Source: an optimization exercise on an open RTL-to-GDS flow (aim: small area, a short achievable clock period and few clock cycles per item). Production flows keep margins and buffers that such runs may drop. Power is estimated from default activity; no workload was simulated.

run A:
==> flow/design.v <==
`timescale 1ns / 1ps
module sort_top ( t_go, t_rst, t_clk, t_n, t_wr_en, t_wr_addr, t_wr_data, t_sorted_data, t_done);
input t_go, t_rst, t_clk;
input [5:0] t_n;
input t_wr_en;
input [4:0] t_wr_addr;
input [7:0] t_wr_data;
output [7:0] t_sorted_data;
output t_done;
localparam R = 2;        
localparam C = 16;       
reg [7:0] v [0:R-1][0:C-1];
reg       act_e;         
reg       act_o;         
reg       merge;         
reg       calm1;         
reg       calm2;         
reg [4:0] cnt;           
reg [5:0] left;          
reg [4:0] rl [0:R-1];    
reg [5:0] n_q;           
reg [7:0] out_q;
reg       done_q;
reg       idle;          
function gt8(input [7:0] x, input [7:0] y);
  reg [7:0] g, l;
  reg [3:0] g1, l1;
  reg [1:0] g2, l2;
  integer i;
  begin
    g = x & ~y;
    l = ~x & y;
    for (i = 0; i < 4; i = i + 1) begin
      g1[i] = g[2*i+1] | (~l[2*i+1] & g[2*i]);
      l1[i] = l[2*i+1] | (~g[2*i+1] & l[2*i]);
    end
    for (i = 0; i < 2; i = i + 1) begin
      g2[i] = g1[2*i+1] | (~l1[2*i+1] & g1[2*i]);
      l2[i] = l1[2*i+1] | (~g1[2*i+1] & l1[2*i]);
    end
    gt8 = g2[1] | (~l2[1] & g2[0]);
  end
endfunction
wire [C-2:0] sw [0:R-1];
wire [R-1:0] row_sw;
wire [R-1:0] hv;
wire [R-1:0] win;
reg          b_lt;
assign win[0] = hv[0] & (~hv[1] | ~b_lt);
assign win[1] = hv[1] & (~hv[0] | b_lt);
wire [R-1:0] adv;
assign adv[0] = (merge & win[0]) | sw[0][0];
assign adv[1] = (merge & win[1]) | sw[1][0];
wire b_lt_next = adv[0] ? (adv[1] ? gt8(v[0][1], v[1][1]) : gt8(v[0][1], v[1][0]))
                        : (adv[1] ? gt8(v[0][0], v[1][1]) : gt8(v[0][0], v[1][0]));
genvar r, j, q;
generate
  for (r = 0; r < R; r = r + 1) begin : g_row
    for (j = 0; j < C-1; j = j + 1) begin : g_pair
      wire act = (j % 2 == 1) ? act_o : act_e;
      assign sw[r][j] = act & (n_q > R * (j + 1) + r) & gt8(v[r][j], v[r][j+1]);
    end
    assign row_sw[r] = |sw[r];
    assign hv[r] = (rl[r] != 5'd0);
  end
endgenerate
generate
  for (r = 0; r < R; r = r + 1) begin : g_rc
    for (j = 0; j < C; j = j + 1) begin : g_cell
      wire s_wr    = t_wr_en & (t_wr_addr == R * j + r);
      wire s_right = (merge & win[r]) | ((j < C-1) ? sw[r][(j < C-1) ? j : 0] : 1'b0);
      wire s_left  = (j > 0) ? sw[r][(j > 0) ? j-1 : 0] : 1'b0;
      wire s_hold  = ~(s_wr | s_right | s_left);
      wire [7:0] vr = (j < C-1) ? v[r][(j < C-1) ? j+1 : j] : 8'd0;
      wire [7:0] vf = (j > 0) ? v[r][(j > 0) ? j-1 : j] : 8'd0;
      always @(posedge t_clk)
        v[r][j] <= ({8{s_wr}} & t_wr_data) | ({8{s_right}} & vr) | ({8{s_left}} & vf) | ({8{s_hold}} & v[r][j]);
    end
    always @(posedge t_clk) begin
      if (idle)
        rl[r] <= (t_n + (R - 1 - r)) >> 1;
      else if (merge & win[r])
        rl[r] <= rl[r] - 5'd1;
    end
  end
endgenerate
wire [7:0] head_min = ({8{win[0]}} & v[0][0]) | ({8{win[1]}} & v[1][0]);
assign t_sorted_data = out_q;
assign t_done = done_q;
always @(posedge t_clk) begin
  n_q <= t_n;
  out_q <= head_min;
  b_lt <= b_lt_next;
  if (t_rst) begin
    act_e <= 1'b0;
    act_o <= 1'b0;
    merge <= 1'b0;
    idle <= 1'b1;
    done_q <= 1'b0;
  end else begin
    done_q <= merge;
    if (idle) begin
      act_e <= t_go;
      idle <= ~t_go;
      cnt <= (t_n + 6'd1) >> 1;
      left <= t_n;
      calm1 <= 1'b0;
      calm2 <= 1'b0;
    end else if (act_e | act_o) begin
      calm1 <= ~(|row_sw);
      calm2 <= calm1;
      if (cnt == 5'd1 || (calm1 && calm2)) begin
        act_e <= 1'b0;
        act_o <= 1'b0;
        merge <= 1'b1;
      end else begin
        act_e <= act_o;
        act_o <= act_e;
        cnt <= cnt - 5'd1;
      end
    end else begin
      if (left == 6'd1) begin
        merge <= 1'b0;
        idle <= 1'b1;
      end
      left <= left - 6'd1;
    end
  end
end
endmodule
export LEC_CHECK = 0
export CAP_MARGIN = 20
export CORE_MARGIN = 2
export CORE_UTILIZATION = 40
export PLACE_DENSITY = 0.5
export SETUP_SLACK_MARGIN = 4.0
export SLEW_MARGIN = 20
create_clock -name core_clock -period 6.5 [get_ports {t_clk}]
standard.sh (not shown) runs the stock make flow with config.mk's settings and CLKGATE_MAP_FILE= SYNTH_SCRIPT=/design/flow/synth_recipe.tcl, a recipe that flattens the netlist after the stock synthesis.
==> flow/flow/run.sh <==
#!/bin/bash
# The standard layout (standard.sh), except that abc maps the logic with an
# area-oriented script (flow/area.abc) in place of ORFS's speed script. The
# synthesis is otherwise synth_recipe.tcl unchanged, so the registers and their
# names are the standard synthesis's. Each tool's output goes to a log here.
set -euo pipefail
W=$PWD
{
  printf 'proc abc {args} {\n'
  printf '  set i [lsearch -exact $args -script]\n'
  printf '  if {$i >= 0} { lset args [expr {$i + 1}] %s }\n' "$W/flow/area.abc"
  printf '  yosys abc {*}$args\n'
  printf '}\n'
  cat "$W/synth_recipe.tcl"
} > "$W/area_synth.tcl"
sed "s#SYNTH_SCRIPT=[^ ]*synth_recipe.tcl#SYNTH_SCRIPT=$W/area_synth.tcl#" "$W/standard.sh" > "$W/area_standard.sh"
grep -q "SYNTH_SCRIPT=$W/area_synth.tcl" "$W/area_standard.sh"
bash "$W/area_standard.sh" > "$W/make.log" 2>&1
==> flow/flow/area.abc <==
strash
dch
map -a
topo
stime -c
What run B does differently from run A at the input level:
--- a/flow/design.v
+++ b/flow/design.v
@@ -7,21 +7,21 @@
 input [7:0] t_wr_data;
 output [7:0] t_sorted_data;
 output t_done;
-localparam R = 2;        
-localparam C = 16;       
+localparam R = 4;        
+localparam C = 8;        
 reg [7:0] v [0:R-1][0:C-1];
 reg       act_e;         
 reg       act_o;         
 reg       merge;         
 reg       calm1;         
 reg       calm2;         
-reg [4:0] cnt;           
+reg [3:0] cnt;           
 reg [5:0] left;          
-reg [4:0] rl [0:R-1];    
+reg [3:0] rl [0:R-1];    
 reg [5:0] n_q;           
 reg [7:0] out_q;
 reg       done_q;
-reg       idle;          
+wire idle = ~act_e & ~act_o & ~merge;
 function gt8(input [7:0] x, input [7:0] y);
   reg [7:0] g, l;
   reg [3:0] g1, l1;
@@ -45,14 +45,6 @@
 wire [R-1:0] row_sw;
 wire [R-1:0] hv;
 wire [R-1:0] win;
-reg          b_lt;
-assign win[0] = hv[0] & (~hv[1] | ~b_lt);
-assign win[1] = hv[1] & (~hv[0] | b_lt);
-wire [R-1:0] adv;
-assign adv[0] = (merge & win[0]) | sw[0][0];
-assign adv[1] = (merge & win[1]) | sw[1][0];
-wire b_lt_next = adv[0] ? (adv[1] ? gt8(v[0][1], v[1][1]) : gt8(v[0][1], v[1][0]))
-                        : (adv[1] ? gt8(v[0][0], v[1][1]) : gt8(v[0][0], v[1][0]));
 genvar r, j, q;
 generate
   for (r = 0; r < R; r = r + 1) begin : g_row
@@ -61,7 +53,18 @@
       assign sw[r][j] = act & (n_q > R * (j + 1) + r) & gt8(v[r][j], v[r][j+1]);
     end
     assign row_sw[r] = |sw[r];
-    assign hv[r] = (rl[r] != 5'd0);
+    assign hv[r] = (rl[r] != 4'd0);
+    wire [R-1:0] beats;
+    for (q = 0; q < R; q = q + 1) begin : g_beat
+      if (q == r) begin : g_self
+        assign beats[q] = 1'b1;
+      end else if (q < r) begin : g_lo
+        assign beats[q] = ~hv[q] | gt8(v[q][0], v[r][0]);
+      end else begin : g_hi
+        assign beats[q] = ~hv[q] | ~gt8(v[r][0], v[q][0]);
+      end
+    end
+    assign win[r] = hv[r] & (&beats);
   end
 endgenerate
 generate
@@ -78,51 +81,45 @@
     end
     always @(posedge t_clk) begin
       if (idle)
-        rl[r] <= (t_n + (R - 1 - r)) >> 1;
+        rl[r] <= (t_n + (R - 1 - r)) >> 2;
       else if (merge & win[r])
-        rl[r] <= rl[r] - 5'd1;
+        rl[r] <= rl[r] - 4'd1;
     end
   end
 endgenerate
-wire [7:0] head_min = ({8{win[0]}} & v[0][0]) | ({8{win[1]}} & v[1][0]);
+wire [7:0] head_min = ({8{win[0]}} & v[0][0]) | ({8{win[1]}} & v[1][0]) | ({8{win[2]}} & v[2][0]) | ({8{win[3]}} & v[3][0]);
 assign t_sorted_data = out_q;
 assign t_done = done_q;
 always @(posedge t_clk) begin
   n_q <= t_n;
   out_q <= head_min;
-  b_lt <= b_lt_next;
   if (t_rst) begin
     act_e <= 1'b0;
     act_o <= 1'b0;
     merge <= 1'b0;
-    idle <= 1'b1;
     done_q <= 1'b0;
   end else begin
     done_q <= merge;
     if (idle) begin
       act_e <= t_go;
-      idle <= ~t_go;
-      cnt <= (t_n + 6'd1) >> 1;
+      cnt <= (t_n + 6'd3) >> 2;
       left <= t_n;
       calm1 <= 1'b0;
       calm2 <= 1'b0;
     end else if (act_e | act_o) begin
       calm1 <= ~(|row_sw);
       calm2 <= calm1;
-      if (cnt == 5'd1 || (calm1 && calm2)) begin
+      if (cnt == 4'd1 || (calm1 && calm2)) begin
         act_e <= 1'b0;
         act_o <= 1'b0;
         merge <= 1'b1;
       end else begin
         act_e <= act_o;
         act_o <= act_e;
-        cnt <= cnt - 5'd1;
+        cnt <= cnt - 4'd1;
       end
     end else begin
-      if (left == 6'd1) begin
-        merge <= 1'b0;
-        idle <= 1'b1;
-      end
+      if (left == 6'd1) merge <= 1'b0;
       left <= left - 6'd1;
     end
   end
Notes after the runs:
- Looking at global-route usage, run B sits 1.7 points above run A.
- Relative to run A, cell count after synthesis decreased by 95 in run B.
- Against run A, multi-input combinational cell count in run B fell by a few percent.
- Going from run A to run B, the design area was found to have gone up by 7.2%.
- [compare] base=run A new=run B: sequential share of layout area decreased 1.3 points; detailed route wirelength on metal2 +about 3.6%; clock power now sits at about the same level; total chip power +about 15%.
- The worst setup path endpoint comes out v[14][7] in one run and t_sorted_data[2] in the other, namely in run B and run A respectively.
- Looking only at non-clock buffer count, and setting everything else aside, the higher value of run A and run B goes to run B.
- Post-synthesis share of cell area spent on full adders, half adders and majority gates: run A and run B compared, higher one is run B
Function was not checked in any run of this note: the RTL went through the layout flow alone.

-- re-timing with driven ports --
In the flow no input, the clock included, has a driving cell. The finished layouts below were timed again as built, in two steps. Step 1 sets driving cells, clkbuf_16 on the clock port and buf_2 on the other inputs (assumed; they add their load-dependent delay and slew). Step 2 moves the port delays by t, midway between the first and last clock arrival at a register: inputs arrive t later, outputs are due t later. That takes back most of the time a late clock gives input paths. Three values: ideal ports, drivers, drivers and shift; two values: the first two.
run	t, ns	slack for setup (ns)	worst slew at a driven data input, ns
run A	0.611	4.056 / 3.999 / 3.516	0.03
run B	0.624	3.778 / 3.778 / 3.355	0.04
After both steps every run listed still meets setup and hold. The setup slack of run A, which loses most, moves by -0.057 ns with the drivers and by -0.540 ns with both steps.
